What follows belongs to an exercise in optimizing a design on an open flow for small area, a short achievable clock period and few clock cycles; a production flow would make more cautious choices.
Where RTL was checked, it was by simulation tests only, not by an equivalence proof against the original.

## CVAE_top
module CVAE_top #(
    parameter ADDR_WIDTH = 16,
    parameter DATA_WIDTH = 32
)(
    input wire clk,
    input wire rst_n,
    input wire start,
    output reg finish,
    input wire [DATA_WIDTH-1:0] init_data,
    output reg sram_state_wea,
    output reg [ADDR_WIDTH-1:0] sram_state_addr,
    output wire [DATA_WIDTH-1:0] sram_state_wdata,
    output reg [ADDR_WIDTH-1:0] sram_weight_addr,
    input wire [DATA_WIDTH-1:0] sram_weight_rdata,
    output reg [ADDR_WIDTH-1:0] sram_bias_addr,
    input wire [DATA_WIDTH-1:0] sram_bias_rdata,
    output reg [5:0] seq_lens
);
==> flow/config.mk <==
export PLATFORM = sky130hd
export DESIGN_NAME = CVAE_top
export DESIGN_NICKNAME = CVAE_top
export VERILOG_FILES = /design/flow/design.v
export SDC_FILE = /design/flow/constraint.sdc
export NUM_CORES = 8
export LEC_CHECK = 0
export CAP_MARGIN = 20
export CORE_MARGIN = 2
export CORE_UTILIZATION = 40
export CTS_CLUSTER_DIAMETER = 60
export CTS_CLUSTER_SIZE = 24
export SLEW_MARGIN = 20
==> flow/constraint.sdc <==
create_clock -name core_clock -period 13.0 [get_ports {clk}]
set_input_delay 2.6000 -clock core_clock [delete_from_list [all_inputs] [get_ports {clk}]]
set_output_delay 2.6000 -clock core_clock [all_outputs]
set_load 0.01 [all_outputs]
standard.sh (not shown) runs the stock make flow with config.mk's settings and CLKGATE_MAP_FILE= SYNTH_SCRIPT=/design/flow/synth_recipe.tcl, a recipe that flattens the netlist after the stock synthesis.
==> flow/flow/run.sh <==
#!/bin/bash
# Standard layout (the standard.sh, all steps unchanged) with a larger
# setup-slack target for the resizer's repair_timing passes, so that it
# works on paths well inside the clock period. The SDC is not touched.
set -euo pipefail
bash standard.sh SETUP_SLACK_MARGIN=9 finish > standard_make.log 2>&1
The first run finished with timing, DRC and antenna clean.
Testbench counts at the start, summed over its fixed seeds: cycles 9,161,276.
==> next run, changes <==
Settings changed: CTS_CLUSTER_DIAMETER 60 to 80, CTS_CLUSTER_SIZE 24 to 30.
Outcome: Routed wire length is about the same. Die area is unchanged. Cell count drops by 0.69%. Hold slack is worse by 16 ps. Sequential share of layout area climbs by 0.70 points.

========
Another version of the RTL of CVAE_top (not shown whole).
Size: about 10,000 cells after synthesis, ~3,300 flip-flops, about 190 I/O pins, ~120,000 µm² of cells after synthesis.
clock: 13.0 ns
lec_check: 0
cap_margin: 20
core_margin: 2
core_utilization: 40
cts_cluster_diameter: 60
cts_cluster_size: 24
slew_margin: 20
==> flow/flow/run.sh <==
#!/bin/bash
# Standard layout (the standard.sh, all steps unchanged) with a larger
# setup-slack target for the resizer's repair_timing passes, so that it
# works on paths well inside the clock period. The SDC is not touched.
set -euo pipefail
bash standard.sh SETUP_SLACK_MARGIN=8.8 finish > standard_make.log 2>&1
The starting point finished clean.
==> next run, changes <==
--- a/flow/flow/run.sh
+++ b/flow/flow/run.sh
@@ -6 +6 @@
-bash standard.sh SETUP_SLACK_MARGIN=8.8 finish > standard_make.log 2>&1
+bash standard.sh SETUP_SLACK_MARGIN=9.0 finish > standard_make.log 2>&1
--- a/flow/config.mk
+++ b/flow/config.mk
@@ -13,0 +14 @@
+export TNS_END_PERCENT = 10
=> Cell area drops by 1.7%; final cell count went down by 0.82%; routed wire length is lower by 5.0%; register-to-register slack is better by 0.15 ns; sequential cell count does not change; clock skew is higher by 0.0072 ns; critical path depth does not change.
Function was not checked in any run of this note: the RTL went through the layout flow alone.

========
CVAE_top, a different RTL version from the one above (not shown whole).
Size in the first run: roughly 11000 cells after synthesis, about 3400 flip-flops, roughly 120000 sq um of cells after synthesis.
Design CVAE_top, start of the top module:
module CVAE_top #(
    parameter ADDR_WIDTH = 16,
    parameter DATA_WIDTH = 32
)(
    input wire clk,
    input wire rst_n,
    input wire start,
    output reg finish,
    input wire [DATA_WIDTH-1:0] init_data,
    output reg sram_state_wea,
    output reg [ADDR_WIDTH-1:0] sram_state_addr,
    output wire [DATA_WIDTH-1:0] sram_state_wdata,
    output reg [ADDR_WIDTH-1:0] sram_weight_addr,
    input wire [DATA_WIDTH-1:0] sram_weight_rdata,
    output reg [ADDR_WIDTH-1:0] sram_bias_addr,
    input wire [DATA_WIDTH-1:0] sram_bias_rdata,
    output reg [5:0] seq_lens
);
clock: 13.0 ns
lec_check: 0
abc_area: 1
cap_margin: 20
core_margin: 2
core_utilization: 40
cts_cluster_diameter: 60
cts_cluster_size: 24
slew_margin: 20
==> flow/flow/run.sh <==
#!/bin/bash
# Standard layout (the standard.sh, all steps unchanged) with a larger
# setup-slack target for the resizer's repair_timing passes, so that it
# works on paths well inside the clock period. The SDC is not touched.
set -euo pipefail
bash standard.sh SETUP_SLACK_MARGIN=9.1 finish > standard_make.log 2>&1
Testbench counts at the start, summed over its fixed seeds: cycles 9,131,180.
Next try:
--- a/flow/flow/run.sh
+++ b/flow/flow/run.sh
@@ -6 +6 @@
-bash standard.sh SETUP_SLACK_MARGIN=9.1 finish > standard_make.log 2>&1
+bash standard.sh SETUP_SLACK_MARGIN=8.9 finish > standard_make.log 2>&1
Settings changed: CAP_MARGIN 20 to 5, SLEW_MARGIN 20 to 5.
What happened: Final cell count goes down slightly. Hold slack hardly moves. Critical path depth stays the same. Count of clock-buffer cells in the layout came out lower by 7. Synthesized area stays the same. Sequential cell count does not change. Sequential share of layout area came out higher by 0.71 points. Global-route usage hardly moves. Setup slack gains 0.0063 ns.
Next try:
Settings changed: CAP_MARGIN 5 to 20, SLEW_MARGIN 5 to 20.
The changed run completed with no timing, DRC or antenna violations.
Wire length barely changes.
Worst hold slack loses 0.0062 ns.
Synthesized cell count does not change.
Clock skew came out higher by 0.0044 ns.

========
Starting RTL as in the previous note.
clock: 13.0 ns
lec_check: 0
abc_area: 1
cap_margin: 20
core_margin: 2
core_utilization: 40
cts_cluster_diameter: 60
cts_cluster_size: 24
slew_margin: 20
==> flow/flow/run.sh <==
#!/bin/bash
# Standard layout (the standard.sh, all steps unchanged) with a larger
# setup-slack target for the resizer's repair_timing passes, so that it
# works on paths well inside the clock period, and a clock tree built
# without dummy balancing loads. The SDC is not touched.
set -euo pipefail
bash standard.sh SETUP_SLACK_MARGIN=8.9 \
  "CTS_ARGS=-sink_clustering_enable -repair_clock_nets -sink_clustering_size 24 -sink_clustering_max_diameter 60 -dont_use_dummy_load" \
  finish > standard_make.log 2>&1
Testbench counts at the start, summed over its fixed seeds: cycles 9,131,180.
==> next run, changes <==
==> flow/flow/run.sh (replaced) <==
#!/bin/bash
# Standard layout (the standard.sh, all steps unchanged) with a larger
# setup-slack target for the resizer's repair_timing passes, so that it
# works on paths well inside the clock period. The SDC is not touched.
set -euo pipefail
bash standard.sh SETUP_SLACK_MARGIN=8.9 finish > standard_make.log 2>&1
--- a/flow/config.mk
+++ b/flow/config.mk
@@ -11 +11 @@
-export CORE_UTILIZATION = 40
+export CORE_UTILIZATION = 30
The changed run completed with no timing, DRC or antenna violations. Wire length came out lower by 6.9%. Synthesized area stays the same. Utilization came out lower by 10 points. Clock-buffer cell count came out higher by 10. Cell count came out higher by 9.2%. Clock skew came out higher by 0.0036 ns.

## static timing again, ports no longer ideal
In the flow no input, the clock included, has a driving cell. The finished layouts below were timed again as built, in two steps.
Step 1 (the two cells are an assumption about what drives the block):
set clk [get_ports {clk}]
set_driving_cell -lib_cell sky130_fd_sc_hd__clkbuf_16 $clk
set_driving_cell -lib_cell sky130_fd_sc_hd__buf_2 [delete_from_list [all_inputs] $clk]
Step 2 adds t to the input delays and takes it off the output delays; t is the mean of the earliest and latest rising clock arrival at the registers after step 1. Input paths then give back, and output paths get back, about the clock's delay inside the block.
a / b / c = no drivers / after step 1 / after step 2; a / b = the first two.
run	shift t [ns]	setup slack, ns	worst setup path after step 2
the first run of note 1	0.977	8.711 / 8.711 / 8.204	input to register
the second run of note 1	0.962	8.622 / 8.622 / 8.153	input to register
the first run of note 2	1.000	8.420 / 8.420 / 8.384	input to register
the second run of note 2	1.000	8.565 / 8.565 / 8.385	input to register
the first run of note 3	0.968	8.856 / 8.758 / 8.454	input to register
the second run of note 3	1.002	8.862 / 8.756 / 8.273	input to register
the third run of note 3	0.994	8.883 / 8.784 / 8.284	input to register
the first run of note 4	0.965	8.841 / 8.813 / 8.276	input to register
the second run of note 4	0.999	8.792 / 8.714 / 8.248	input to register
After both steps every run listed still meets setup and hold. The setup slack of the third run of note 3, which loses most, moves by -0.099 ns with the drivers and by -0.599 ns with both steps.
